What follows belongs to an exercise in optimizing a design on an open flow for small area, a short achievable clock period and few clock cycles; a production flow would make more cautious choices. Where RTL was checked, it was by simulation tests only, not by an equivalence proof against the original. No functional check of the RTL was part of run 5. Power is estimated from default activity; no workload was simulated.

[flow/constraint.sdc]
create_clock -name core_clock -period 20.0 [get_ports {clk}]
set_input_delay 4.0000 -clock core_clock [delete_from_list [all_inputs] [get_ports {clk}]]
set_output_delay 4.0000 -clock core_clock [all_outputs]
set_load 0.01 [all_outputs]
[flow/run.sh]
#!/bin/bash
# synth_recipe.tcl (not shown) runs the flow's synth.tcl, then flattens the netlist and writes it again
# the make line also repeats each setting of config.mk as NAME=value (left out here)
make -C /OpenROAD-flow-scripts/flow DESIGN_CONFIG=/design/flow/config.mk WORK_HOME=/design/flow/orfs CLKGATE_MAP_FILE= SYNTH_SCRIPT=/design/flow/synth_recipe.tcl finish
[flow/config.mk]
export PLATFORM = sky130hd
export DESIGN_NAME = reuleaux
export DESIGN_NICKNAME = reuleaux
export VERILOG_FILES = /design/flow/design.v
export SDC_FILE = /design/flow/constraint.sdc
export NUM_CORES = 4
export LEC_CHECK = 0
export CAP_MARGIN = 20
export CORE_MARGIN = 2
export CORE_UTILIZATION = 40
export SLEW_MARGIN = 20
[flow/design.v]
module reuleaux(input logic clk, input logic rst_n, input logic [2:0] colour,
                input logic [7:0] centre_x, input logic [6:0] centre_y, input logic [7:0] diameter,
                input logic start, output logic done,
                output logic [7:0] vga_x, output logic [6:0] vga_y,
                output logic [2:0] vga_colour, output logic vga_plot);
function automatic logic [6:0] q1f(input logic [7:0] d);
    q1f[0] = 256'hf1e3c70c78f1e3c78e1c3870e1c3870e1c78f1e3c78f1e3c70e1c3870e1c3870 >> d;
    q1f[1] = 256'hfe03f8007f01fc07f01fc07f01fc07f01f80fe03f80fe03f80fe03f80fe03f80 >> d;
    q1f[2] = 256'hfffc00007ffe0007ffe0007ffe0007ffe000fffc000fffc000fffc000fffc000 >> d;
    q1f[3] = 256'h000000007ffffff80000007ffffff8000000fffffff0000000fffffff0000000 >> d;
    q1f[4] = 256'h000000007fffffffffffff80000000000000ffffffffffffff00000000000000 >> d;
    q1f[5] = 256'h000000007fffffffffffffffffffffffffff0000000000000000000000000000 >> d;
    q1f[6] = 256'h0000000f80000000000000000000000000000000000000000000000000000000 >> d;
endfunction
function automatic logic [6:0] q3f(input logic [7:0] d);
    q3f[0] = 256'h4c9b3669b366cd93264c9b366cd93264c9b24c9b366cd93264c9b366cd93264c >> d;
    q3f[1] = 256'h70e3c781c3870e1c3870e3c78f1e3c78f1c070e3c78f1e3c78f1c3870e1c3870 >> d;
    q3f[2] = 256'h7f03f801fc07f01fc07f03f80fe03f80fe007f03f80fe03f80fe03f80fe03f80 >> d;
    q3f[3] = 256'h7ffc0001fff8001fff8003fff0003fff00007ffc000fffc000fffc000fffc000 >> d;
    q3f[4] = 256'h80000001ffffffe0000003ffffffc00000007ffffff0000000fffffff0000000 >> d;
    q3f[5] = 256'h00000001fffffffffffffc000000000000007fffffffffffff00000000000000 >> d;
    q3f[6] = 256'h0000000e00000000000000000000000000038000000000000000000000000000 >> d;
endfunction
function automatic logic [8:0] add8(input logic [7:0] a, input logic [7:0] b, input logic cin);
    logic c;
    logic [8:0] s;
    c = cin;
    for (int i = 0; i < 8; i++) begin
        s[i] = a[i] ^ b[i] ^ c;
        c    = (a[i] & b[i]) | (a[i] & c) | (b[i] & c);
    end
    s[8] = c;
    add8 = s;
endfunction
function automatic logic [8:0] sub8(input logic [7:0] a, input logic [7:0] b);
    sub8 = add8(a, ~b, 1'b1);
endfunction
function automatic logic ge8(input logic [7:0] a, input logic [7:0] b);
    logic c;
    c = 1'b1;
    for (int i = 0; i < 8; i++) c = (a[i] & ~b[i]) | (a[i] & c) | (~b[i] & c);
    ge8 = c;
endfunction
function automatic logic lt160(input logic [7:0] x);
    lt160 = !(x[7] && (x[6] || x[5]));
endfunction
localparam logic [1:0] S_IDLE = 2'd0, S_SETUP = 2'd1, S_RUN = 2'd2, S_DONE = 2'd3;
logic [1:0] st;
logic [7:0] cx_r, d_r;
logic [6:0] cy_r;
logic [7:0] x1r, x2r;             
logic       f1, f2;               
logic [6:0] y1r, y3r;             
logic [6:0] h;
logic [8:0] x1w, x2w;
assign h   = d_r[7:1];
assign x1w = add8(cx_r, {1'b0, h}, 1'b0);
assign x2w = sub8(cx_r, {1'b0, h});
logic f1_now;
assign f1_now = x2w[8];
always_ff @(posedge clk) begin
    cx_r       <= centre_x;
    cy_r       <= centre_y;
    d_r        <= diameter;
    vga_colour <= colour;
    x1r        <= x1w[7:0];
    x2r        <= x2w[7:0];
    f1         <= x2w[8];
    f2         <= !x1w[8];
    y1r        <= cy_r + q1f(d_r);
    y3r        <= cy_r - q3f(d_r);
end
logic [7:0] ox;
logic [6:0] oy;
logic [8:0] crit;
logic       ph;                   
logic       wfin;                 
logic       dec;                  
logic [6:0] noy;
logic [7:0] nox;
logic [8:0] ncrit;
logic       ndec, nstop;
always_comb begin
    noy  = oy + 7'd1;
    ndec = !(crit[8] || crit == 9'd0);
    nox  = ndec ? ox - 8'd1 : ox;
    ncrit = crit + {1'b0, oy, 1'b1} - (ndec ? {ox, 1'b0} : 9'd0);
    nstop = {1'b0, noy} >= nox;
end
logic [7:0] p, q;
assign p = ph ? {1'b0, oy} : ox;
assign q = ph ? ox : {1'b0, oy};
logic [5:0] ev;
logic       swp_need;             
always_comb begin
    logic [8:0] s, r;
    logic p_ge_h, p_le_h, p_le_2h, wa, wb, q_ge_h, q_le_h;
    logic a1, a2, a3p, a3m, u, tp, tm;
    r       = sub8(p, {1'b0, h});
    p_ge_h  = r[8];
    p_le_h  = !r[8] || r[7:0] == 8'd0;
    p_le_2h = ge8({h, 1'b0}, p);
    wa      = p_ge_h & p_le_2h;
    s       = add8(p, {h, 1'b0}, 1'b0);       
    r       = add8(p, {1'b0, h}, 1'b0);       
    wb      = s[8] & (!r[8] || r[7:0] == 8'd0);
    r       = sub8(q, {1'b0, h});
    q_ge_h  = r[8];
    q_le_h  = !r[8] || r[7:0] == 8'd0;
    s   = f2 ? sub8(x1r, p) : add8(x1r, p, 1'b0);
    a1  = f1 & (f2 ? wa : wb) & lt160(s[7:0]);
    s   = f1 ? add8(x2r, p, 1'b0) : sub8(x2r, p);
    a2  = f2 & (f1 ? wa : wb) & lt160(s[7:0]);
    s   = add8(cx_r, q, 1'b0); a3p = f1 & f2 & q_le_h & lt160(s[7:0]);
    s   = sub8(cx_r, q);       a3m = f1 & f2 & q_le_h & lt160(s[7:0]);
    s   = sub8({1'b0, y1r}, q); u = s[8] & (s[6:0] < 7'd120);
    s   = add8({1'b0, y3r}, p, 1'b0); tp = !s[8] & !s[7] & (s[6:0] < 7'd120) & ge8({1'b0, s[6:0]}, {1'b0, y1r});
    s   = sub8({1'b0, y3r}, p);       tm = s[8] & (s[6:0] < 7'd120) & ge8({1'b0, s[6:0]}, {1'b0, y1r});
    ev[0] = a1 & u;      
    ev[1] = a2 & u;      
    ev[2] = a3p & tp;    
    ev[3] = a3m & tp;    
    ev[4] = a3m & tm;    
    ev[5] = a3p & tm;    
    swp_need = q_ge_h | d_r[7] | p_le_h;
end
logic [5:0] mask, pick, rem;
logic       mph, madv;            
assign pick = mask & (~mask + 6'd1);
assign rem  = mask & ~pick;
logic [7:0] pox, pp, pq;
logic [6:0] poy;
assign pox = ox + {7'd0, madv & dec};
assign poy = oy - {6'd0, madv};
assign pp  = mph ? {1'b0, poy} : pox;
assign pq  = mph ? pox : {1'b0, poy};
logic a12, selx1, xsub, sely3, ysub;
assign a12   = |pick[1:0];
assign selx1 = pick[0];
assign xsub  = (pick[0] & f2) | (pick[1] & !f1) | pick[3] | pick[4];
assign sely3 = ~a12;
assign ysub  = a12 | pick[4] | pick[5];
logic [7:0] px_c, px_o, py_o;
logic [6:0] py_c;
logic [8:0] pxs, pys;
always_comb begin
    px_c = selx1 ? x1r : pick[1] ? x2r : cx_r;
    px_o = a12 ? pp : pq;
    py_c = sely3 ? y3r : y1r;
    py_o = a12 ? pq : pp;
    pxs  = xsub ? sub8(px_c, px_o) : add8(px_c, px_o, 1'b0);
    pys  = ysub ? sub8({1'b0, py_c}, py_o) : add8({1'b0, py_c}, py_o, 1'b0);
end
logic load, adv;
assign load = (rem == 6'd0) && !wfin;
assign adv  = ph || !swp_need;
always_ff @(posedge clk) begin
    vga_x <= pxs[7:0];
    vga_y <= pys[6:0];
    if (!rst_n) begin
        st       <= S_IDLE;
        done     <= 1'b0;
        vga_plot <= 1'b0;
        mask     <= 6'd0;
        wfin     <= 1'b1;
    end else begin
        case (st)
        S_IDLE: begin
            vga_plot <= 1'b0;
            mask     <= 6'd0;
            wfin     <= 1'b1;
            if (start) st <= S_SETUP;
        end
        S_SETUP: begin
            if (!f1_now && !d_r[7]) begin
                st   <= S_DONE;
                done <= 1'b1;
            end else begin
                st   <= S_RUN;
                wfin <= 1'b0;
            end
        end
        S_RUN: begin
            vga_plot <= |mask;
            if (load) begin
                mask <= ev;
                if (adv) wfin <= nstop;
            end else begin
                mask <= rem;
            end
            if (wfin && mask == 6'd0) begin
                st   <= S_DONE;
                done <= 1'b1;
            end
        end
        S_DONE: begin
            vga_plot <= 1'b0;
            if (!start) begin
                st   <= S_IDLE;
                done <= 1'b0;
            end
        end
        endcase
    end
end
always_ff @(posedge clk) begin
    if (st == S_SETUP) begin
        ox   <= d_r;
        oy   <= 7'd0;
        crit <= 9'd1 - {1'b0, d_r};
        ph   <= 1'b0;
    end else if (load) begin
        mph  <= ph;
        madv <= adv;
        if (adv) begin
            ox   <= nox;
            oy   <= noy;
            crit <= ncrit;
            dec  <= ndec;
            ph   <= 1'b0;
        end else begin
            ph   <= 1'b1;
        end
    end
end
endmodule
==> flow_summary.json, run 1 <==
{
  "ctsResizeCount": 0,
  "cts_setup_buffers": 0,
  "drtIter0Drc": 674,
  "place_area_sq_um": 12000,
  "synth_compound_area_share_pct": 17.8,
  "hold_depth": 1,
  "clk_pin_slew_worst_paths_ns": 0.08,
  "r2r_start": "d_r[4]$_DFF_P_",
  "required_ns": 19.94,
  "dieWidth_microns": 172,
  "grt_pass1_wl_microns": 49800,
  "outcome": "finished clean",
  "critical-path-slowest-cell": "clkinv_1",
  "start_util_pct": 40.7,
  "muxShareOfSynthArea_pct": 6.88,
  "finalNonFillerCells": 1669,
  "synth_fa_ha_area_share_pct": 26.0,
  "hold_path_class": "flop to flop",
  "endpoint_kind": "flop",
  "die_area_sq_um": 29600,
  "fin_util_pct": 44.4,
  "synth_top_family_by_area": "adder cells",
  "die_height_microns": 172,
  "post_drt_wl_per_cell_microns": 18.9,
  "ys.warnings.count": 1,
  "p_per_area_nw_per_um2": 141,
  "cp_top_family": "adder cells",
  "synthSimpleGateAreaFrac_pct": 14.4,
  "irDropWorstVdd_mv": 0.0509,
  "grt_setup_unrepaired": "false",
  "dp_hpwl_microns": 23700,
  "synth_cells": 1284,
  "hold_viol_final": 0,
  "ctsHoldBuffers": 0,
  "slowest_delay_ns": 0.84,
  "dr.pass1.iters": 5,
  "fin_crit_sh_pct": 30.0,
  "max_cap_viol_count": 0,
  "num_io_pins": 49,
  "fin_nets": 1487,
  "gp_congestion": 0.939,
  "clock.fmax_mhz": 167,
  "arrival_ns": 5.94,
  "drive_gt1_share_pct": 6.04,
  "period_needed_ns": 6.00,
  "dp_cells": 1653,
  "synthXorXnorAreaFrac_pct": 5.52,
  "fp-row-count": 61,
  "synthArstFlopShare_pct": 0,
  "slew_headroom_pct": 37.2,
  "first_global_vias": 8859,
  "io_buffers": 48,
  "slew_violations": 0,
  "area_growth_pct": 9.05,
  "syn_avg_cell_area_sq_um": 8.81,
  "crit_top_cell": "fa_1",
  "finalPower_mw": 1.74,
  "fin_worst_skew_ns": 0.00815,
  "leakagePower_nw": 5.13,
  "diodes": 0,
  "syn-num-nets": 1485,
  "finalSetupViolCount": 0,
  "cp_num_buf_inv": 2,
  "vias": 9356,
  "hold_end": "y1r[0]$_DFF_P_",
  "min_from": "cy_r[0]$_DFF_P_",
  "cts.path.max_buffers": 2,
  "ys_ff_latch": 111,
  "htreeDepth": 3,
  "antenna_found_initial": 0,
  "cp-start-kind": "flop",
  "grtUsageTotal_pct": 21.9,
  "reg2reg_to": "ox[1]$_DFFE_PP_",
  "worst_pin_slew_ns": 0.919,
  "cts_tree": "yes",
  "num-fill-cells": 2779,
  "ys.flop_type": "dfxtp_1",
  "drc": 0,
  "fin_area_sq_um": 12300,
  "path_cells": "buf_4, clkinv_1, fa_1, fa_1, fa_1, fa_1, or4_1, o211a_1, o221ai_2, nand2_1",
  "synthDistinctLibCells": 86,
  "yosysSeqAreaShare_pct": 21.4,
  "clock-root-buffer": "clkbuf_16",
  "syn_area_sq_um": 11300,
  "core-area_sq_um": 27800,
  "viasPerCell": 5.61,
  "cts.sinks": 111,
  "synth_edf_count": 20,
  "clock_latency_ns": 0.37,
  "crit_type": "flop to flop",
  "worstRegToRegCells": 10,
  "cts_buffers": 9,
  "r2r_slack_ns": 14.00,
  "grt_max_degree": 76,
  "tns_ns": 0,
  "path_max_fanout": 72,
  "wl_microns": 31500,
  "grt-ovfl-total": 0,
  "postRouteAntennaNets": 0
}
## kinds of logic after synthesis
group | count (synthesis)
AND/OR/NAND/NOR | 337
multiplexers | 62
XOR/XNOR | 65
adder cells (fa/ha/maj) | 183
flip-flops | 111
AO/OA/AOI/OAI | 310
buffers and inverters | 216
## synth_stat cells, types with 5 or more instances
cell,instances,share of area (%)
nand3_1,30,1.3
edfxtp_1,20,5.3
xnor2_1,45,3.5
dfxtp_1,91,16
clkinv_1,5,0.17
mux2_2,8,0.80
buf_4,7,0.46
a211oi_1,11,0.73
a21oi_1,83,3.7
o31ai_1,6,0.40
clkbuf_1,33,1.1
fa_1,89,16
or2_2,7,0.39
inv_1,136,4.5
and2_1,12,0.66
a22oi_1,7,0.46
buf_2,24,1.1
mux2i_1,41,3.6
nor2_1,88,2.9
or3_1,8,0.44
a31oi_1,14,0.77
o211ai_1,13,0.86
nand2_1,97,3.2
o21a_1,6,0.40
a2111oi_0,10,0.77
nor2b_1,19,1.1
nand2b_1,18,1.0
ha_1,83,9.2
buf_6,5,0.50
o21bai_1,6,0.40
and3_1,9,0.50
mux4_2,9,1.8
nor3_1,21,0.93
o21ai_0,75,3.3
o22ai_1,18,1.0
a211o_1,5,0.39
xor2_1,16,1.2
a21o_1,7,0.46
maj3_1,8,0.71
## flip-flops by register name, indices dropped and copies added (netlist names), 2 cells and up
name and flops:
y3r 7, cy_r 7, mask 6, vga_x 8, vga_colour 3, st 2
y1r 7, x1r 8, cx_r 8, oy 7, d_r 8, x2r 7
vga_y 7, crit 9, ox 8
## metrics by stage
step / setup slack [ns] / hold slack, ns
5_1_grt: 13.64 / 0.520
2_1_floorplan: 14.95 / 0.455
6_report: 14.00 / 0.496
3_3_place_gp: 13.79 / 0.469
4_1_cts: 13.62 / 0.502
3_5_place_dp: 13.64 / 0.482
## worst max-delay path by stage
stage	start	to	cells after the start
after floorplan	rst_n	mask[0]$_SDFFE_PN0P_	6
after global placement	d_r[4]$_DFF_P_	crit[0]$_DFFE_PP_	10
after detailed placement	d_r[4]$_DFF_P_	crit[0]$_DFFE_PP_	10
after CTS	d_r[4]$_DFF_P_	ox[1]$_DFFE_PP_	10
after global routing	d_r[4]$_DFF_P_	ox[1]$_DFFE_PP_	10
final	d_r[4]$_DFF_P_	ox[1]$_DFFE_PP_	10
## cells in the final DEF, fill, tap and decap left out, types with 5 or more instances in the layout
master	n
or3_1	8
inv_1	136
buf_4	16
maj3_1	8
o21a_1	6
nand2b_1	18
a22oi_1	7
fa_1	89
or2_2	7
a31oi_1	14
edfxtp_1	20
and3_1	9
a211o_1	5
clkbuf_16	10
o21bai_1	6
nand2_1	97
mux2i_1	41
ha_1	83
a2111oi_0	10
dfxtp_1	88
a211oi_1	11
mux4_2	9
clkinv_1	5
o21ai_0	75
xnor2_1	44
o31ai_1	6
o22ai_1	18
xor2_1	16
mux2_2	8
and2_1	12
nor2b_1	19
nand3_1	30
o211ai_1	13
a21o_1	7
a21oi_1	83
clkdlybuf4s50_1	48
nor2_1	88
nor3_1	21
## area by class of cell
class,count,area [sq um],area share (%)
Sequential cell,111,2430,19.7
Tap cell,378,473,3.84
Clock inverter,5,46.3,0.375
Timing Repair Buffer,64,601,4.87
Inverter,143,544,4.41
Clock buffer,11,254,2.06
Multi-Input combinational cell,957,7990,64.8
## power by group
part | switching, mW | total [mW] | leakage, nW | internal (mW)
Sequential | 0.0749 | 0.390 | 0.950 | 0.315
Combinational | 0.659 | 1.16 | 4.03 | 0.506
Clock | 0.0930 | 0.188 | 0.148 | 0.0950
## routing by layer
layer | GRT usage (%) | up-vias | wire length, microns
met2 | 34.3 | 350 | 14200
li1 | - | 4447 | -
met5 | 0 | - | 0
met4 | 7.93 | 0 | 960
met1 | 30.7 | 4502 | 14400
met3 | 3.27 | 57 | 2010
## worst reg2reg max path, stage by stage, from the launching register on
cell	delay, ns
dfxtp_2	0.32
buf_4	0.59
clkinv_1	0.86
fa_1	0.68
fa_1	0.39
fa_1	0.40
fa_1	0.44
or4_1	0.41
o211a_1	0.28
o221ai_2	0.54
nand2_1	0.65
Testbench counts, summed over its fixed seeds: cycles 15,574.
==> run 2, diff against run 1 <==
--- a/flow/config.mk
+++ b/flow/config.mk
@@ -7,2 +7,3 @@
 export LEC_CHECK = 0
+export ABC_CLOCK_PERIOD_IN_PS = 4000
 export CAP_MARGIN = 20
==> run 2 against run 1 <==
Global-route usage unchanged. Sequential cell count stayed put. Register-to-register slack hardly changed. Core utilization is the same. Count of clock-buffer cells in the layout unchanged. Critical path depth unchanged. Fmax is the same. Sequential share of layout area is the same. Final area is the same. Setup slack did not move. Non-clock buffer count unchanged. Largest cell class unchanged. Largest power group unchanged.
==> flow_summary.json, run 2 <==
{
  "synth_cells": 1284,
  "yosysSeqAreaShare_pct": 21.4,
  "ys.warnings.count": 1,
  "max_cap_viol_count": 0,
  "synth_fa_ha_area_share_pct": 26.0,
  "synth_most_common_cell": "inv_1",
  "clock_latency_ns": 0.37,
  "fp-row-count": 61,
  "area_growth_pct": 9.05,
  "cts.sinks": 111,
  "postRouteAntennaNets": 0,
  "finalSetupViolCount": 0,
  "layout_commonest_cell": "inv_1",
  "syn-num-nets": 1485,
  "grt-ovfl-total": 0,
  "hold_path_class": "flop to flop",
  "start_util_pct": 40.7,
  "required_ns": 19.94,
  "grt_pass1_wl_microns": 49800,
  "ys_ff_latch": 111,
  "synth_top_cell_area_share_pct": 16.1,
  "tns_ns": 0,
  "clk_pin_slew_worst_paths_ns": 0.08,
  "die_area_sq_um": 29600,
  "arrival_ns": 5.94,
  "drc": 0,
  "htreeDepth": 3,
  "synthArstFlopShare_pct": 0,
  "clock.fmax_mhz": 167,
  "syn_avg_cell_area_sq_um": 8.81,
  "fin_area_sq_um": 12300,
  "ctsHoldBuffers": 0,
  "fin_worst_skew_ns": 0.00815,
  "worst_pin_slew_ns": 0.919,
  "crit_type": "flop to flop",
  "num_io_pins": 49,
  "synth_common_cells": "inv_1 (136), nand2_1 (97), dfxtp_1 (91)",
  "grtUsageTotal_pct": 21.9,
  "gp_congestion": 0.939,
  "wl_microns": 31500,
  "endpoint_kind": "flop",
  "cts_setup_buffers": 0,
  "dp_hpwl_microns": 23700,
  "fin_nets": 1487,
  "leakagePower_nw": 5.13,
  "hold_viol_final": 0,
  "slew_headroom_pct": 37.2,
  "synthSimpleGateAreaFrac_pct": 14.4,
  "cts.path.max_buffers": 2,
  "die_height_microns": 172,
  "viasPerCell": 5.61,
  "fin_ws_ns": 14.00,
  "ctsResizeCount": 0,
  "pre_cts_ws_ns": 13.64,
  "cts_buffers": 9,
  "diodes": 0,
  "irDropWorstVdd_mv": 0.0509,
  "slew_violations": 0,
  "post_drt_wl_per_cell_microns": 18.9,
  "dr.pass1.iters": 5,
  "synth_compound_area_share_pct": 17.8,
  "io_buffers": 48,
  "first_global_vias": 8859,
  "finalPower_mw": 1.74,
  "fin_crit_sh_pct": 30.0,
  "clock-root-buffer": "clkbuf_16",
  "worstRegToRegCells": 10,
  "synth_top_family_by_area": "adder cells",
  "cts_tree": "yes",
  "hold_depth": 1,
  "cp-start-kind": "flop",
  "grt_max_degree": 76,
  "ys.flop_type": "dfxtp_1",
  "period_needed_ns": 6.00,
  "dieWidth_microns": 172,
  "synthXorXnorAreaFrac_pct": 5.52,
  "antenna_found_initial": 0,
  "p_per_area_nw_per_um2": 141,
  "drtIter0Drc": 674,
  "most-common-layout-cells": "inv_1 (136), nand2_1 (97), fa_1 (89)",
  "syn_area_sq_um": 11300,
  "drive_gt1_share_pct": 6.04,
  "largest_register_ffs": 9,
  "ys_top_cells_by_area": "dfxtp_1 (16%), fa_1 (16%), ha_1 (9.2%), edfxtp_1 (5.3%), inv_1 (4.5%)",
  "yosysTopAreaCell": "dfxtp_1",
  "place_area_sq_um": 12000,
  "num-fill-cells": 2779,
  "vias": 9356,
  "muxShareOfSynthArea_pct": 6.88,
  "largest-register": "crit",
  "path_max_fanout": 72,
  "grt_setup_unrepaired": "false",
  "synthDistinctLibCells": 86,
  "synth_edf_count": 20,
  "core-area_sq_um": 27800,
  "outcome": "finished clean"
}
[run 2: cell counts after synthesis]
No cell type changed its count.
[run 2: cells by family (layout without fill, tap and decap cells)]
| logic type | count (synthesis) | after routing |
|---|---|---|
| AND/OR/NAND/NOR | 337 | 337 |
| AO/OA/AOI/OAI | 310 | 310 |
| buffers and inverters | 216 | 223 |
| adder cells (fa/ha/maj) | 183 | 183 |
| flip-flops | 111 | 111 |
| XOR/XNOR | 65 | 65 |
| multiplexers | 62 | 62 |
[run 2: per-layer routing]
metal | wire length, microns | share of wire (%) | track usage (%) | vias to the layer above
li1 | - | - | - | 4447
met3 | 2010 | 6.4 | 3.27 | 57
met2 | 14200 | 45 | 34.3 | 350
met5 | 0 | 0 | 0 | -
met1 | 14400 | 46 | 30.7 | 4502
met4 | 960 | 3.0 | 7.93 | 0
[run 2: worst paths after layout]
path / slack [ns] / start / to
worst max-delay path: 14.00 / d_r[4]$_DFF_P_ / ox[1]$_DFFE_PP_
worst min-delay path: 0.50 / cy_r[0]$_DFF_P_ / y1r[0]$_DFF_P_
worst max register to register: 14.00 / d_r[4]$_DFF_P_ / ox[1]$_DFFE_PP_
worst min register to register: 0.50 / cy_r[0]$_DFF_P_ / y1r[0]$_DFF_P_
[run 2: metrics by stage]
stage	utilization, %	hold WS (ns)	instances
2_1_floorplan	-	0.455	1284
3_3_place_gp	43.2	0.469	1653
3_5_place_dp	43.2	0.482	1653
4_1_cts	44.3	0.502	1669
5_1_grt	44.4	0.520	1669
6_report	44.4	0.496	1669
[run 2: cell type report]
cell class / count / area, sq um / area share (%)
flip-flops and latches: 111 / 2430 / 19.7
inverters: 143 / 544 / 4.41
clock inverters: 5 / 46.3 / 0.375
well taps: 378 / 473 / 3.84
clock buffers: 11 / 254 / 2.06
multi-input cells: 957 / 7990 / 64.8
repair buffers: 64 / 601 / 4.87
[run 2: critical path, stage by stage (launching register included)]
cell      delay [ns]
dfxtp_2         0.32
buf_4           0.59
clkinv_1        0.84
fa_1            0.68
fa_1            0.39
fa_1            0.40
fa_1            0.44
or4_1           0.41
o211a_1         0.28
o221ai_2        0.54
nand2_1         0.64
[run 2: power breakdown]
part	total, mW	internal [mW]	switching, mW
logic	1.16	0.506	0.659
clock network	0.188	0.0950	0.0930
registers	0.390	0.315	0.0749
==> run 3, diff against run 2 <==
--- a/flow/config.mk
+++ b/flow/config.mk
@@ -7,6 +7,5 @@
 export LEC_CHECK = 0
-export ABC_CLOCK_PERIOD_IN_PS = 4000
-export CAP_MARGIN = 20
+export CAP_MARGIN = 50
 export CORE_MARGIN = 2
 export CORE_UTILIZATION = 40
-export SLEW_MARGIN = 20
+export SLEW_MARGIN = 70
==> run 3 against run 2 <==
Still clean on timing, DRC and antenna. Final cell count up 0.84%. Sequential share of layout area down 0.45 points. Sequential power down 2%. Non-clock buffer count up 14. Fmax up 15%. Total power up 2.3%. Core utilization up 1.1 points. Clock power down 4%. Combinational power up 5%. Critical endpoint is now vga_plot.
==> flow_summary.json, run 3 <==
{
  "cp_top_family": "buffers and inverters",
  "grt_setup_unrepaired": "false",
  "gp_congestion": 0.939,
  "drive_gt1_share_pct": 10.0,
  "cts_tree": "yes",
  "cts_buffers": 9,
  "irDropWorstVdd_mv": 0.0603,
  "post_drt_wl_per_cell_microns": 18.7,
  "slew_violations": 0,
  "tns_ns": 0,
  "syn_area_sq_um": 11300,
  "synth_common_cells": "inv_1 (136), nand2_1 (97), dfxtp_1 (91)",
  "synth_top_cell_area_share_pct": 16.1,
  "ctsHoldBuffers": 0,
  "hold_path_class": "flop to flop",
  "viasPerCell": 5.60,
  "postRouteAntennaNets": 0,
  "clock.fmax_mhz": 191,
  "top_layer": "met4",
  "most-common-layout-cells": "inv_1 (133), nand2_1 (96), fa_1 (89)",
  "io_buffers": 48,
  "grt-ovfl-total": 0,
  "period_needed_ns": 5.23,
  "vias": 9420,
  "routed-wl-met2_microns": 14500,
  "max_cap_viol_count": 0,
  "cts.sinks": 111,
  "drc": 0,
  "met1_length_microns": 14400,
  "arrival_ns": 1.23,
  "fin_crit_sh_pct": 26.1,
  "critical-path-slowest-cell": "clkdlybuf4s50_1",
  "start_util_pct": 40.7,
  "layout_commonest_cell": "inv_1",
  "grt_pass1_wl_microns": 50100,
  "clock-root-buffer": "clkbuf_16",
  "clk_pin_slew_worst_paths_ns": 0.08,
  "antenna_found_initial": 0,
  "core-area_sq_um": 27800,
  "dp_hpwl_microns": 23900,
  "yosysSeqAreaShare_pct": 21.4,
  "slowest_delay_ns": 0.53,
  "synth_edf_count": 20,
  "path_cells": "clkdlybuf4s50_1",
  "synth_most_common_cell": "inv_1",
  "worst_pin_slew_ns": 0.434,
  "ys_top_cells_by_area": "dfxtp_1 (16%), fa_1 (16%), ha_1 (9.2%), edfxtp_1 (5.3%), inv_1 (4.5%)",
  "synthDistinctLibCells": 86,
  "finalPower_mw": 1.78,
  "cp_num_buf_inv": 1,
  "slew_headroom_pct": 70.9,
  "r2r_slack_ns": 15.05,
  "yosysTopAreaCell": "dfxtp_1",
  "dr_wl_met3_microns": 1860,
  "required_ns": 16.00,
  "num-fill-cells": 2741,
  "grtUsageTotal_pct": 21.9,
  "leakagePower_nw": 5.22,
  "ys.flop_type": "dfxtp_1",
  "syn_avg_cell_area_sq_um": 8.81,
  "ys.warnings.count": 1,
  "outcome": "finished clean",
  "cts_setup_buffers": 0,
  "first_global_vias": 9125,
  "drtIter0Drc": 641,
  "largest-register": "crit",
  "crit_type": "flop to output port",
  "area_growth_pct": 11.8,
  "wl_microns": 31500,
  "largest_register_ffs": 9,
  "htreeDepth": 3,
  "grt_max_degree": 76,
  "num_io_pins": 49,
  "ys_ff_latch": 111,
  "cp-start-kind": "flop",
  "dieWidth_microns": 172,
  "fin_nets": 1501,
  "cts.path.max_buffers": 2,
  "path_max_fanout": 2,
  "synthArstFlopShare_pct": 0,
  "diodes": 0,
  "endpoint_kind": "output port",
  "ctsResizeCount": 0,
  "fin_worst_skew_ns": 0.0120,
  "hold_viol_final": 0,
  "clock_latency_ns": 0.36,
  "fp-row-count": 61,
  "syn-num-nets": 1485,
  "dr.pass1.iters": 7,
  "die_height_microns": 172,
  "die_area_sq_um": 29600,
  "finalSetupViolCount": 0,
  "synth_cells": 1284,
  "p_per_area_nw_per_um2": 141
}
==> run 3: path summary, 6_finish.rpt <==
kind | startpoint | to | depth (start not counted)
worst max-delay path | vga_plot$_SDFFE_PN0P_ | vga_plot | 1
worst min-delay path | cy_r[0]$_DFF_P_ | y1r[0]$_DFF_P_ | 1
worst max register to register | ph$_SDFFE_PP0P_ | ox[1]$_DFFE_PP_ | 15
worst min register to register | cy_r[0]$_DFF_P_ | y1r[0]$_DFF_P_ | 1
==> run 3: metrics by stage <==
step | std cells | utilization, % | hold slack, ns | worst slack, ns | area (sq um)
floorplan | 1284 | - | 0.455 | 14.95 | 11300
global placement | 1653 | 43.2 | 0.469 | 13.79 | 12000
detailed placement | 1664 | 44.1 | 0.495 | 14.31 | 12300
CTS | 1680 | 45.1 | 0.520 | 14.69 | 12500
global route | 1683 | 45.5 | 0.532 | 14.71 | 12600
finish | 1683 | 45.5 | 0.502 | 14.77 | 12600
==> run 3: layer usage <==
layer,vias to the layer above,global-route usage (%)
li1,4498,-
met1,4572,30.6
met2,316,35.3
met3,34,2.93
met4,0,6.94
met5,-,0
==> run 3: logic make-up (layout without fill, tap and decap cells) <==
logic type	Yosys count	in the layout	share of synthesized area, %
AOI/OAI and AO/OA	310	310	17.8
xor gates and xnor gates	65	65	5.52
adders and majority gates	183	183	26.0
buffers and inverters	216	237	8.07
DFF	111	111	21.4
muxes	62	62	6.88
and+or+nand+nor	337	337	14.4
==> run 3: layout make-up <==
cell class / instances / area (sq um) / share of cell area [%]
multi-input cells: 957 / 8180 / 64.7
flip-flops and latches: 111 / 2430 / 19.2
clock buffers: 10 / 229 / 1.81
well taps: 378 / 473 / 3.74
clock inverters: 6 / 53.8 / 0.426
inverters: 143 / 548 / 4.33
repair buffers: 78 / 733 / 5.80
==> run 3: where the power goes <==
group	total, mW	leakage [nW]	internal, mW	switching (mW)
Sequential	0.384	0.952	0.314	0.0695
Combinational	1.22	4.13	0.532	0.687
Clock	0.180	0.141	0.0873	0.0924
Total	1.78	5.22	0.934	0.849
==> run 4, diff against run 3 <==
--- a/flow/config.mk
+++ b/flow/config.mk
@@ -7,5 +7,6 @@
 export LEC_CHECK = 0
-export CAP_MARGIN = 50
+export ABC_AREA = 1
+export CAP_MARGIN = 20
 export CORE_MARGIN = 2
 export CORE_UTILIZATION = 40
-export SLEW_MARGIN = 70
+export SLEW_MARGIN = 20
==> run 4 against run 3 <==
Still clean on timing, DRC and antenna. Global-route usage grew 0.74 points. Setup slack lost 0.023 ns. Critical path depth is the same. Sequential power grew 2%. Clock power grew 9%. Via count grew 2.6%. Fmax shrank 0.43%.
==> flow_summary.json, run 4 <==
{
  "largest_register_ffs": 9,
  "layout_commonest_cell": "nand2_1",
  "synth_common_cells": "nand2_1 (313), inv_1 (227), o21ai_0 (124)",
  "wl_microns": 31500,
  "outcome": "finished clean",
  "fin_ws_ns": 14.75,
  "ctsHoldBuffers": 0,
  "yosysSeqAreaShare_pct": 22.5,
  "worst_pin_slew_ns": 1.13,
  "p_per_area_nw_per_um2": 168,
  "slowest_delay_ns": 0.54,
  "crit_type": "flop to output port",
  "first_global_vias": 9405,
  "io_buffers": 48,
  "hold_viol_final": 0,
  "min_from": "done$_SDFFE_PN0P_",
  "ctsResizeCount": 0,
  "antenna_found_initial": 0,
  "hold_depth": 2,
  "post_drt_wl_per_cell_microns": 17.3,
  "synth_cells": 1450,
  "required_ns": 16.00,
  "period_needed_ns": 5.25,
  "synth_edf_count": 20,
  "most-common-layout-cells": "nand2_1 (313), inv_1 (227), o21ai_0 (123)",
  "leakagePower_nw": 5.59,
  "endpoint_kind": "output port",
  "grt_max_degree": 44,
  "drive_gt1_share_pct": 3.98,
  "r2r_slack_ns": 14.82,
  "path_max_fanout": 2,
  "start_util_pct": 40.4,
  "vias": 9664,
  "ys_top_cells_by_area": "dfxtp_1 (17%), fa_1 (17%), nand2_1 (11%), ha_1 (9.7%), inv_1 (7.9%)",
  "reg2reg_to": "crit[6]$_DFFE_PP_",
  "r2r_start": "ph$_SDFFE_PP0P_",
  "fin_util_pct": 44.4,
  "syn_avg_cell_area_sq_um": 7.42,
  "dp_hpwl_microns": 24600,
  "yosysTopAreaCell": "dfxtp_1",
  "postRouteAntennaNets": 0,
  "slew_violations": 0,
  "die_height_microns": 168,
  "clock.fmax_mhz": 190,
  "ys_ff_latch": 111,
  "clock-root-buffer": "clkbuf_16",
  "syn-num-nets": 1651,
  "tns_ns": 0,
  "path_depth": 1,
  "clk_pin_slew_worst_paths_ns": 0.09,
  "grt-ovfl-total": 0,
  "largest-register": "crit",
  "cp_top_family": "buffers and inverters",
  "syn_area_sq_um": 10800,
  "viasPerCell": 5.30,
  "finalSetupViolCount": 0,
  "slew_headroom_pct": 23.5,
  "synthDistinctLibCells": 55,
  "cts_tree": "yes",
  "cts.path.max_buffers": 2,
  "grt_setup_unrepaired": "false",
  "synth_top_cell_area_share_pct": 16.9,
  "grtUsageTotal_pct": 22.7,
  "drtIter0Drc": 955,
  "dr.pass1.iters": 6,
  "cp-start-kind": "flop",
  "arrival_ns": 1.25,
  "drc": 0,
  "gp_congestion": 0.888,
  "ys.warnings.count": 1,
  "max_cap_viol_count": 0,
  "num_io_pins": 49,
  "diodes": 0,
  "fp-row-count": 60,
  "ys.flop_type": "dfxtp_1",
  "grt_pass1_wl_microns": 50200,
  "cts_setup_buffers": 0,
  "die_area_sq_um": 28200,
  "fin_worst_skew_ns": 0.0186,
  "fin_crit_sh_pct": 26.3,
  "synthArstFlopShare_pct": 0,
  "dieWidth_microns": 168,
  "path_cells": "clkdlybuf4s50_1",
  "clock_latency_ns": 0.37,
  "irDropWorstVdd_mv": 0.0606,
  "area_growth_pct": 9.97,
  "pre_cts_ws_ns": 14.81,
  "cp_num_buf_inv": 1,
  "core-area_sq_um": 26700,
  "cts.sinks": 111,
  "fin_nets": 1677,
  "hold_path_class": "flop to flop",
  "cts_buffers": 9,
  "synth_most_common_cell": "nand2_1",
  "worstRegToRegCells": 18,
  "htreeDepth": 3,
  "critical-path-slowest-cell": "clkdlybuf4s50_1",
  "hold_end": "done$_SDFFE_PN0P_"
}
run 4: changes by cell type after synthesis, sizes merged, moves of 13 or more:
cell | previous run | this run
o21ai | 76 | 142
clkbuf | 33 | 14
nor2 | 88 | 122
nand2b | 18 | 0
inv | 138 | 237
nand3 | 30 | 44
nor3 | 22 | 7
and2 | 13 | 0
nand2 | 97 | 321
xnor2 | 45 | 6
xor2 | 16 | 41
mux2i | 43 | 0
nor2b | 19 | 0
run 4: worst max-delay path by stage:
stage	start	to	slack, ns
6_report	vga_plot$_SDFFE_PN0P_	vga_plot	14.75
5_1_grt	ph$_SDFFE_PP0P_	ox[3]$_DFFE_PP_	14.53
4_1_cts	vga_plot$_SDFFE_PN0P_	vga_plot	14.72
3_5_place_dp	start	done$_SDFFE_PN0P_	14.81
3_3_place_gp	start	done$_SDFFE_PN0P_	14.80
2_1_floorplan	start	done$_SDFFE_PN0P_	15.28
run 4: report_power, final:
group	switching [mW]	internal, mW
Combinational	0.870	0.534
Sequential	0.0656	0.326
Clock	0.104	0.0916
run 4: stage by stage:
step | hold WS [ns] | total power, mW | instances | cell area (sq um)
after CTS | 0.452 | 2.00 | 1822 | 11800
after global placement | 0.439 | 1.76 | 1806 | 11500
after global routing | 0.493 | 2.23 | 1822 | 11800
final | 0.448 | 1.99 | 1822 | 11800
after floorplan | 0.431 | 1.41 | 1450 | 10800
after detailed placement | 0.437 | 1.80 | 1806 | 11500
run 4: tightest hold or removal path: stages, from the launching register on:
cell     delay, ns
dfxtp_1       0.32
inv_1         0.05
a21oi_1       0.05
run 4: cell type report:
type                       count  area, sq um
fill                        2710        14800
multi-input combinational   1056         7200
sequential                   111         2420
inverter                     240          903
timing repair buffer          58          556
tap                          341          427
clock buffer                   9          225
clock inverter                 7         93.8
run 4: logic make-up (layout without fill, tap and decap cells):
| logic type | Yosys count | in the layout | synth area share (%) |
|---|---|---|---|
| AND/OR/NAND/NOR | 513 | 513 | 19.4 |
| AO/OA/AOI/OAI | 323 | 323 | 17.4 |
| buffers and inverters | 283 | 314 | 10.5 |
| adder cells (fa/ha/maj) | 172 | 172 | 26.2 |
| flip-flops | 111 | 111 | 22.5 |
| XOR/XNOR | 47 | 47 | 3.83 |
| multiplexers | 1 | 1 | 0.105 |
run 4: per-layer routing:
metal  global-route usage [%]  wire, microns  vias up
met4                     7.60            907        0
met3                     2.26           1500       53
met2                     38.9          15200      315
met5                        0              0        -
li1                         -              -     4735
met1                     30.0          14000     4561
==> run 5, diff against run 4 <==
--- a/flow/design.v
+++ b/flow/design.v
@@ -42,2 +42,12 @@
     ge8 = c;
+endfunction
+function automatic logic ge_sum(input logic [8:0] a, input logic [8:0] b, input logic [8:0] c,
+                                input logic cin);
+    logic [8:0] t, k;
+    logic cy;
+    t  = a ^ b ^ c;
+    k  = (a & b) | (a & c) | (b & c);
+    cy = (t[0] & cin);
+    for (int i = 1; i < 9; i++) cy = (t[i] & k[i-1]) | (t[i] & cy) | (k[i-1] & cy);
+    ge_sum = k[8] | cy;
 endfunction
@@ -76,2 +86,3 @@
 logic       ph;                   
+logic       swp;                  
 logic       wfin;                 
@@ -81,4 +92,6 @@
 logic [8:0] ncrit;
-logic       ndec, nstop;
+logic       ndec, nstop, nswp;
 always_comb begin
+    logic [8:0] ca, cb;
+    logic sa, sb;
     noy  = oy + 7'd1;
@@ -86,4 +99,10 @@
     nox  = ndec ? ox - 8'd1 : ox;
-    ncrit = crit + {1'b0, oy, 1'b1} - (ndec ? {ox, 1'b0} : 9'd0);
-    nstop = {1'b0, noy} >= nox;
+    ca   = crit + {1'b0, oy, 1'b1};
+    cb   = crit + {1'b0, oy, 1'b1} - {ox, 1'b0};
+    ncrit = ndec ? cb : ca;
+    sa   = ge8({1'b0, noy}, ox);
+    sb   = (ox != 8'd0) && ge_sum({2'b0, noy}, 9'd1, {1'b1, ~ox}, 1'b1);    
+    nstop = ndec ? sb : sa;
+    nswp = swp | d_r[7] | ge_sum({2'b0, oy}, 9'd1, {2'b11, ~h}, 1'b1)     
+               | ge_sum({2'b0, h}, 9'd1, {1'b1, ~ox}, 1'b1);               
 end
@@ -93,6 +112,5 @@
 logic [5:0] ev;
-logic       swp_need;             
 always_comb begin
     logic [8:0] s, r;
-    logic p_ge_h, p_le_h, p_le_2h, wa, wb, q_ge_h, q_le_h;
+    logic p_ge_h, p_le_2h, wa, wb, q_le_h;
     logic a1, a2, a3p, a3m, u, tp, tm;
@@ -100,3 +118,2 @@
     p_ge_h  = r[8];
-    p_le_h  = !r[8] || r[7:0] == 8'd0;
     p_le_2h = ge8({h, 1'b0}, p);
@@ -107,3 +124,2 @@
     r       = sub8(q, {1'b0, h});
-    q_ge_h  = r[8];
     q_le_h  = !r[8] || r[7:0] == 8'd0;
@@ -124,3 +140,2 @@
     ev[5] = a3p & tm;    
-    swp_need = q_ge_h | d_r[7] | p_le_h;
 end
@@ -150,4 +165,4 @@
     py_o = a12 ? pq : pp;
-    pxs  = xsub ? sub8(px_c, px_o) : add8(px_c, px_o, 1'b0);
-    pys  = ysub ? sub8({1'b0, py_c}, py_o) : add8({1'b0, py_c}, py_o, 1'b0);
+    pxs  = {1'b0, px_c} + {1'b0, px_o ^ {8{xsub}}} + {8'd0, xsub};
+    pys  = {2'b0, py_c} + {1'b0, py_o ^ {8{ysub}}} + {8'd0, ysub};
 end
@@ -155,3 +170,3 @@
 assign load = (rem == 6'd0) && !wfin;
-assign adv  = ph || !swp_need;
+assign adv  = ph || !swp;
 always_ff @(posedge clk) begin
@@ -211,2 +226,3 @@
         ph   <= 1'b0;
+        swp  <= d_r[7] || d_r[7:1] == 7'd0;
     end else if (load) begin
@@ -219,2 +235,3 @@
             dec  <= ndec;
+            swp  <= nswp;
             ph   <= 1'b0;
==> flow/flow/run.sh (new file) <==
#!/bin/bash
# The standard layout (the standard.sh: standard synthesis, then ORFS to
# finish), with one change: the buffers that ORFS puts on every input and
# output port are sky130_fd_sc_hd__buf_2 instead of the resizer's default pick.
set -euo pipefail
export BUFFER_PORTS_ARGS="-buffer_cell sky130_fd_sc_hd__buf_2"
bash standard.sh > standard.log 2>&1
==> flow/standard.sh (new file) <==
#!/bin/bash
# synth_recipe.tcl (not shown) runs the flow's synth.tcl, then flattens the netlist and writes it again
# the make line also repeats each setting of config.mk as NAME=value (left out here)
make -C /OpenROAD-flow-scripts/flow DESIGN_CONFIG=/design/flow/config.mk WORK_HOME=/design/flow/orfs CLKGATE_MAP_FILE= SYNTH_SCRIPT=/design/flow/synth_recipe.tcl "${@:-finish}"
removed: flow/run.sh
==> run 5 against run 4 <==
Still clean. Via count increased by 6.1%. Clock skew shrank 0.0057 ns. Combinational power decreased by 21%. Register-to-register slack better by 0.42 ns. Critical path type unchanged. Critical endpoint unchanged. Largest power group unchanged.
==> flow_summary.json, run 5 <==
{
  "outcome": "finished clean",
  "largest-register": "crit",
  "slowest_delay_ns": 0.33,
  "ctsResizeCount": 0,
  "cts_buffers": 9,
  "clk_pin_slew_worst_paths_ns": 0.08,
  "synth_common_cells": "nand2_1 (300), inv_1 (210), o21ai_0 (116)",
  "reg2reg_to": "mask[5]$_SDFFE_PN0P_",
  "grtUsageTotal_pct": 23.6,
  "period_needed_ns": 4.85,
  "cp_top_family": "flip-flops",
  "layout_commonest_cell": "nand2_1",
  "area_growth_pct": 8.33,
  "fin_nets": 1744,
  "fin_ws_ns": 15.15,
  "die_area_sq_um": 29200,
  "pre_cts_ws_ns": 15.12,
  "worstRegToRegCells": 17,
  "fin_util_pct": 43.7,
  "ys.warnings.count": 1,
  "synth_edf_count": 21,
  "diodes": 0,
  "cp-start-kind": "flop",
  "grt_setup_unrepaired": "false",
  "ys.flop_type": "dfxtp_1",
  "slew_violations": 0,
  "syn-num-nets": 1714,
  "num_io_pins": 49,
  "drc": 0,
  "ys_top_cells_by_area": "dfxtp_1 (16%), ha_1 (13%), fa_1 (10%), nand2_1 (10%), inv_1 (7.1%)",
  "viasPerCell": 5.32,
  "min_from": "done$_SDFFE_PN0P_",
  "cts.path.max_buffers": 2,
  "fin_worst_skew_ns": 0.0128,
  "cp_num_buf_inv": 1,
  "critical-path-slowest-cell": "dfxtp_1",
  "cts_setup_buffers": 0,
  "grt_pass1_wl_microns": 52800,
  "io_buffers": 48,
  "p_per_area_nw_per_um2": 139,
  "clock.fmax_mhz": 206,
  "required_ns": 16.00,
  "start_util_pct": 40.3,
  "fin_crit_sh_pct": 24.2,
  "tns_ns": 0,
  "ys_ff_latch": 112,
  "wl_microns": 33600,
  "hold_depth": 2,
  "vias": 10300,
  "finalSetupViolCount": 0,
  "path_cells": "buf_2",
  "hold_end": "done$_SDFFE_PN0P_",
  "fp-row-count": 61,
  "clock-root-buffer": "clkbuf_16",
  "cts_tree": "yes",
  "antenna_found_initial": 0,
  "dp_cells": 1910,
  "dieWidth_microns": 171,
  "grt_max_degree": 48,
  "r2r_slack_ns": 15.24,
  "hold_viol_final": 0,
  "dp_hpwl_microns": 25900,
  "finalPower_mw": 1.67,
  "drtIter0Drc": 787,
  "max_cap_viol_count": 0,
  "synthDistinctLibCells": 58,
  "dr.pass1.iters": 5,
  "endpoint_kind": "output port",
  "cts.sinks": 112,
  "hold_path_class": "flop to flop",
  "drive_gt1_share_pct": 8.40,
  "yosysSeqAreaShare_pct": 22.0,
  "syn_avg_cell_area_sq_um": 7.36,
  "path_max_fanout": 2,
  "post_drt_wl_per_cell_microns": 17.5,
  "synth_top_cell_area_share_pct": 16.4,
  "crit_type": "flop to output port",
  "slew_headroom_pct": 31.6,
  "synth_cells": 1513,
  "worst_pin_slew_ns": 1.02,
  "syn_area_sq_um": 11100,
  "largest_register_ffs": 9,
  "core-area_sq_um": 27600,
  "irDropWorstVdd_mv": 0.0595,
  "yosysTopAreaCell": "dfxtp_1",
  "synthArstFlopShare_pct": 0,
  "grt-ovfl-total": 0,
  "synth_most_common_cell": "nand2_1",
  "ctsHoldBuffers": 0,
  "arrival_ns": 0.85,
  "die_height_microns": 171,
  "postRouteAntennaNets": 0,
  "finalNonFillerCells": 1926,
  "most-common-layout-cells": "nand2_1 (300), inv_1 (210), o21ai_0 (116)",
  "clock_latency_ns": 0.37,
  "gp_congestion": 0.913,
  "r2r_start": "d_r[3]$_DFF_P_",
  "htreeDepth": 3,
  "first_global_vias": 9684,
  "leakagePower_nw": 5.69
}
## run 5: metal layers
metal | track usage (%) | up-vias | routed length [microns]
li1 | - | 5093 | -
met5 | 0 | - | 0
met1 | 31.4 | 4776 | 15100
met2 | 38.6 | 320 | 15500
met3 | 3.05 | 62 | 1840
met4 | 9.99 | 0 | 1260
## run 5: cells by family (layout without fill, tap and decap cells)
kind of cell	after synthesis	after routing	synth area share [%]
AND/OR/NAND/NOR	514	514	19.7
AO/OA/AOI/OAI	373	373	19.9
buffers and inverters	271	306	9.52
adder cells (fa/ha/maj)	173	173	23.3
flip-flops	112	112	22.0
XOR/XNOR	67	67	5.27
multiplexers	3	3	0.270
## run 5: through the flow
step	hold WS [ns]	area, sq um
after global placement	0.437	11800
final	0.454	12100
after CTS	0.457	12100
after global routing	0.478	12100
after detailed placement	0.442	11800
after floorplan	0.431	11100
## run 5: layout make-up
class	instances	area, sq um
clock buffers	11	254
inverters	228	858
fillers	2857	15600
repair buffers	62	345
multi-input cells	1130	7620
flip-flops and latches	112	2450
well taps	378	473
clock inverters	5	56.3
## run 5: how the worst max path moves through the flow
stage	startpoint	endpoint	slack [ns]	cells past startpoint
3_5_place_dp	start	done$_SDFFE_PN0P_	15.12	6
2_1_floorplan	start	done$_SDFFE_PN0P_	15.26	5
6_report	vga_plot$_SDFFE_PN0P_	vga_plot	15.15	1
5_1_grt	d_r[3]$_DFF_P_	mask[5]$_SDFFE_PN0P_	14.93	17
3_3_place_gp	start	done$_SDFFE_PN0P_	15.10	6
4_1_cts	vga_plot$_SDFFE_PN0P_	vga_plot	15.13	1
## run 5: report_power, final
part / leakage, nW / internal (mW) / switching (mW) / total (mW)
Sequential: 0.957 / 0.314 / 0.0612 / 0.376
Clock: 0.152 / 0.0957 / 0.0950 / 0.191
Combinational: 4.58 / 0.408 / 0.696 / 1.10
Total: 5.69 / 0.818 / 0.853 / 1.67
==> run 6, diff against run 5 <==
--- a/flow/design.v
+++ b/flow/design.v
@@ -86,2 +86,4 @@
 logic       ph;                   
+logic       swa;                  
+logic       swc;                  
 logic       swp;                  
@@ -92,3 +94,6 @@
 logic [8:0] ncrit;
-logic       ndec, nstop, nswp;
+logic       ndec, nstop, nswa, nswc;
+logic [7:0] oyx;
+assign oyx = {1'b0, oy};
+assign swp = (swa & ge8({1'b0, y1r}, ox)) | swc;
 always_comb begin
@@ -105,4 +110,5 @@
     nstop = ndec ? sb : sa;
-    nswp = swp | d_r[7] | ge_sum({2'b0, oy}, 9'd1, {2'b11, ~h}, 1'b1)     
-               | ge_sum({2'b0, h}, 9'd1, {1'b1, ~ox}, 1'b1);               
+    if (!d_r[7] && h != 7'd0 && ge8(oyx, {1'b0, y1r}) && ge8(oyx, {1'b0, h})) nstop = 1'b1;
+    nswa = swa | d_r[7] | ge_sum({2'b0, oy}, 9'd1, {2'b11, ~h}, 1'b1);    
+    nswc = swc | ge_sum({2'b0, h}, 9'd1, {1'b1, ~ox}, 1'b1);             
 end
@@ -226,3 +232,4 @@
         ph   <= 1'b0;
-        swp  <= d_r[7] || d_r[7:1] == 7'd0;
+        swa  <= d_r[7] || d_r[7:1] == 7'd0;
+        swc  <= d_r[7:1] == 7'd0;
     end else if (load) begin
@@ -235,3 +242,4 @@
             dec  <= ndec;
-            swp  <= nswp;
+            swa  <= nswa;
+            swc  <= nswc;
             ph   <= 1'b0;
==> run 6 against run 5 <==
Count of clock-buffer cells in the layout up 13. Sequential share of layout area down 0.48 points. Routed wire length rose by 5.4%. Via count is 6.1% higher. Register-to-register slack got worse by 0.10 ns. Core utilization rose by 1.3 points. Total power is 13% higher. Global-route usage is 1.1 points higher. Sequential power up 3%. Synthesized cell count rose by 2.9%. Final cell count increased by 3.0%. Die area grew 1.5%. Critical path type unchanged.
==> flow_summary.json, run 6 <==
{
  "synth_top_cell_area_share_pct": 16.1,
  "grt_setup_unrepaired": "false",
  "core-area_sq_um": 27800,
  "vias": 10900,
  "cts_tree": "yes",
  "fp-row-count": 61,
  "cts_setup_buffers": 0,
  "cp_top_family": "flip-flops",
  "drive_gt1_share_pct": 8.35,
  "most-common-layout-cells": "nand2_1 (332), inv_1 (219), nor2_1 (115)",
  "synth_cells": 1557,
  "r2r_slack_ns": 15.14,
  "worstRegToRegCells": 19,
  "critical-path-slowest-cell": "dfxtp_1",
  "dp_hpwl_microns": 27100,
  "worst_pin_slew_ns": 0.992,
  "irDropWorstVdd_mv": 0.0614,
  "layout_commonest_cell": "nand2_1",
  "crit_type": "flop to output port",
  "p_per_area_nw_per_um2": 151,
  "synth_common_cells": "nand2_1 (332), inv_1 (219), nor2_1 (115)",
  "start_util_pct": 40.7,
  "io_buffers": 48,
  "clock-root-buffer": "clkbuf_16",
  "max_cap_viol_count": 0,
  "place_area_sq_um": 11900,
  "syn-num-nets": 1757,
  "slowest_delay_ns": 0.33,
  "wl_microns": 35500,
  "htreeDepth": 4,
  "synthArstFlopShare_pct": 0,
  "viasPerCell": 5.48,
  "gp_congestion": 0.953,
  "cp_num_buf_inv": 1,
  "cp-start-kind": "flop",
  "ys_top_cells_by_area": "dfxtp_1 (16%), ha_1 (13%), nand2_1 (11%), fa_1 (10%), inv_1 (7.3%)",
  "leakagePower_nw": 5.94,
  "grt_max_degree": 46,
  "grtUsageTotal_pct": 24.7,
  "post_drt_wl_per_cell_microns": 17.9,
  "largest_register_ffs": 9,
  "pre_cts_ws_ns": 15.16,
  "synth_most_common_cell": "nand2_1",
  "fin_crit_sh_pct": 24.5,
  "grt-ovfl-total": 0,
  "fin_area_sq_um": 12500,
  "crit_end": "done",
  "ys.flop_type": "dfxtp_1",
  "fin_worst_skew_ns": 0.0167,
  "fin_util_pct": 45.0,
  "tns_ns": 0,
  "reg2reg_to": "mask[5]$_SDFFE_PN0P_",
  "clock.fmax_mhz": 204,
  "r2r_start": "ph$_SDFFE_PP0P_",
  "die_height_microns": 172,
  "area_growth_pct": 10.6,
  "slew_violations": 0,
  "postRouteAntennaNets": 0,
  "largest-register": "crit",
  "clk_pin_slew_worst_paths_ns": 0.06,
  "drc": 0,
  "slew_headroom_pct": 33.2,
  "path_depth": 1,
  "diodes": 0,
  "hold_viol_final": 0,
  "required_ns": 16.00,
  "endpoint_kind": "output port",
  "yosysSeqAreaShare_pct": 22.0,
  "yosysTopAreaCell": "dfxtp_1",
  "outcome": "finished clean",
  "cts_buffers": 17,
  "synthDistinctLibCells": 59,
  "path_cells": "buf_2",
  "fin_nets": 1792,
  "dieWidth_microns": 172,
  "hold_path_class": "flop to flop",
  "first_global_vias": 10300,
  "antenna_found_initial": 1,
  "dr.pass1.iters": 6,
  "syn_area_sq_um": 11300,
  "cp-startpoint": "done$_SDFFE_PN0P_",
  "cts.path.max_buffers": 2,
  "grt_pass1_wl_microns": 56100,
  "ctsHoldBuffers": 0,
  "period_needed_ns": 4.90,
  "syn_avg_cell_area_sq_um": 7.26,
  "drtIter0Drc": 1027,
  "ys.warnings.count": 1,
  "num_io_pins": 49,
  "arrival_ns": 0.90,
  "die_area_sq_um": 29600,
  "hold_ws_ns": 0.454,
  "ys_ff_latch": 113,
  "ctsResizeCount": 0,
  "fin_ws_ns": 15.10,
  "clock_latency_ns": 0.43,
  "finalSetupViolCount": 0,
  "synth_edf_count": 22,
  "cts.sinks": 113,
  "path_max_fanout": 2
}
run 6: cell types whose count changed in the layout (fill, tap and decap cells not counted), sizes merged, moves of 3 or more:
| cell | delta |
|---|---|
| inv | +8 |
| o31ai | -4 |
| a32o | +3 |
| nand2 | +33 |
| xnor2 | -4 |
| nand3 | +13 |
| o21ai | -9 |
| clkbuf | +13 |
| nor2 | -4 |
| o21bai | +4 |
| a211oi | +3 |
run 6: stage by stage:
step                      power [mW]  std cells
after floorplan                 1.25       1557
after global placement          1.54       1951
after detailed placement        1.56       1951
after CTS                       1.89       1983
after global routing            2.08       1983
final                           1.89       1983
run 6: worst min path at each step:
| stage | start | to | cells after the start |
|---|---|---|---|
| floorplan | wfin$_SDFFE_PN1P_ | wfin$_SDFFE_PN1P_ | 2 |
| global placement | vga_plot$_SDFFE_PN0P_ | vga_plot$_SDFFE_PN0P_ | 2 |
| detailed placement | vga_plot$_SDFFE_PN0P_ | vga_plot$_SDFFE_PN0P_ | 2 |
| CTS | vga_plot$_SDFFE_PN0P_ | vga_plot$_SDFFE_PN0P_ | 2 |
| global route | vga_plot$_SDFFE_PN0P_ | vga_plot$_SDFFE_PN0P_ | 2 |
| finish | vga_plot$_SDFFE_PN0P_ | vga_plot$_SDFFE_PN0P_ | 2 |
run 6: area by class of cell:
| cell class | instances | area, sq um |
|---|---|---|
| Clock inverter | 8 | 70.1 |
| Tap cell | 378 | 473 |
| Clock buffer | 24 | 526 |
| Timing Repair Buffer | 61 | 338 |
| Inverter | 237 | 892 |
| Fill cell | 2866 | 15300 |
| Multi-Input combinational cell | 1162 | 7720 |
| Sequential cell | 113 | 2480 |
run 6: logic make-up after synthesis:
logic type | Yosys count | synth area share, %
AO/OA/AOI/OAI | 377 | 20.2
XOR/XNOR | 61 | 4.72
adder cells (fa/ha/maj) | 171 | 22.8
buffers and inverters | 282 | 9.77
flip-flops | 113 | 22.0
multiplexers | 3 | 0.266
AND/OR/NAND/NOR | 550 | 20.3
run 6: layer usage:
layer	track usage, %	share of wire [%]	vias up
met3	3.66	6.8	94
li1	-	-	5277
met1	32.6	44	5034
met4	9.86	3.7	2
met5	0	0.025	-
met2	40.8	45	468
run 6: power by group:
part,internal (mW),switching [mW],total (mW)
combinational,0.441,0.748,1.19
sequential,0.322,0.0671,0.389
clock,0.196,0.119,0.314
run 6: worst register-to-register path, cell delays in order (launching register included):
cell	delay (ns)
dfxtp_1	0.29
buf_4	0.24
o21ai_0	0.61
ha_1	0.29
fa_1	0.17
inv_1	0.05
fa_1	0.39
fa_1	0.41
fa_1	0.40
fa_1	0.40
fa_1	0.45
nor2_1	0.10
a41oi_1	0.15
nor2_1	0.13
nand2_1	0.10
nor3_1	0.24
nand3_1	0.12
nand2_1	0.08
nand2_1	0.05
a21oi_1	0.12
Testbench counts of run 6, summed over its fixed seeds: cycles 14,429.

-- static timing again, ports no longer ideal --
In the flow no input, the clock included, has a driving cell. The finished layouts below were timed again as built, in two steps. Step 1 (the two cells are an assumption about what drives the block):
set clk [get_ports {clk}]
set_driving_cell -lib_cell sky130_fd_sc_hd__clkbuf_16 $clk
set_driving_cell -lib_cell sky130_fd_sc_hd__buf_2 [delete_from_list [all_inputs] $clk]
Step 2 adds t to the input delays and takes it off the output delays; t is the mean of the earliest and latest rising clock arrival at the registers after step 1. Input paths then give back, and output paths get back, about the clock's delay inside the block. a / b / c = ideal / step 1 / step 2; a / b = the first two.
run	shift t [ns]	slack for setup (ns)	hold slack, ns	worst setup path after step 2
run 1	0.405	13.998 / 13.998 / 13.998	0.496 / 0.496 / 0.496	register to register
run 2	0.405	13.998 / 13.998 / 13.998	0.496 / 0.496 / 0.496	register to register
run 3	0.399	14.773 / 14.731 / 14.517	0.502 / 0.502 / 0.502	input to register
run 4	0.407	14.750 / 14.705 / 14.814	0.448 / 0.448 / 0.448	input to register
run 5	0.416	15.153 / 15.103 / 15.096	0.454 / 0.454 / 0.454	input to register
run 6	0.466	15.097 / 15.054 / 15.141	0.454 / 0.454 / 0.454	register to register
After both steps every run listed still meets setup and hold. The setup slack of run 3, which loses most, moves by -0.042 ns with the drivers and by -0.256 ns with both steps.
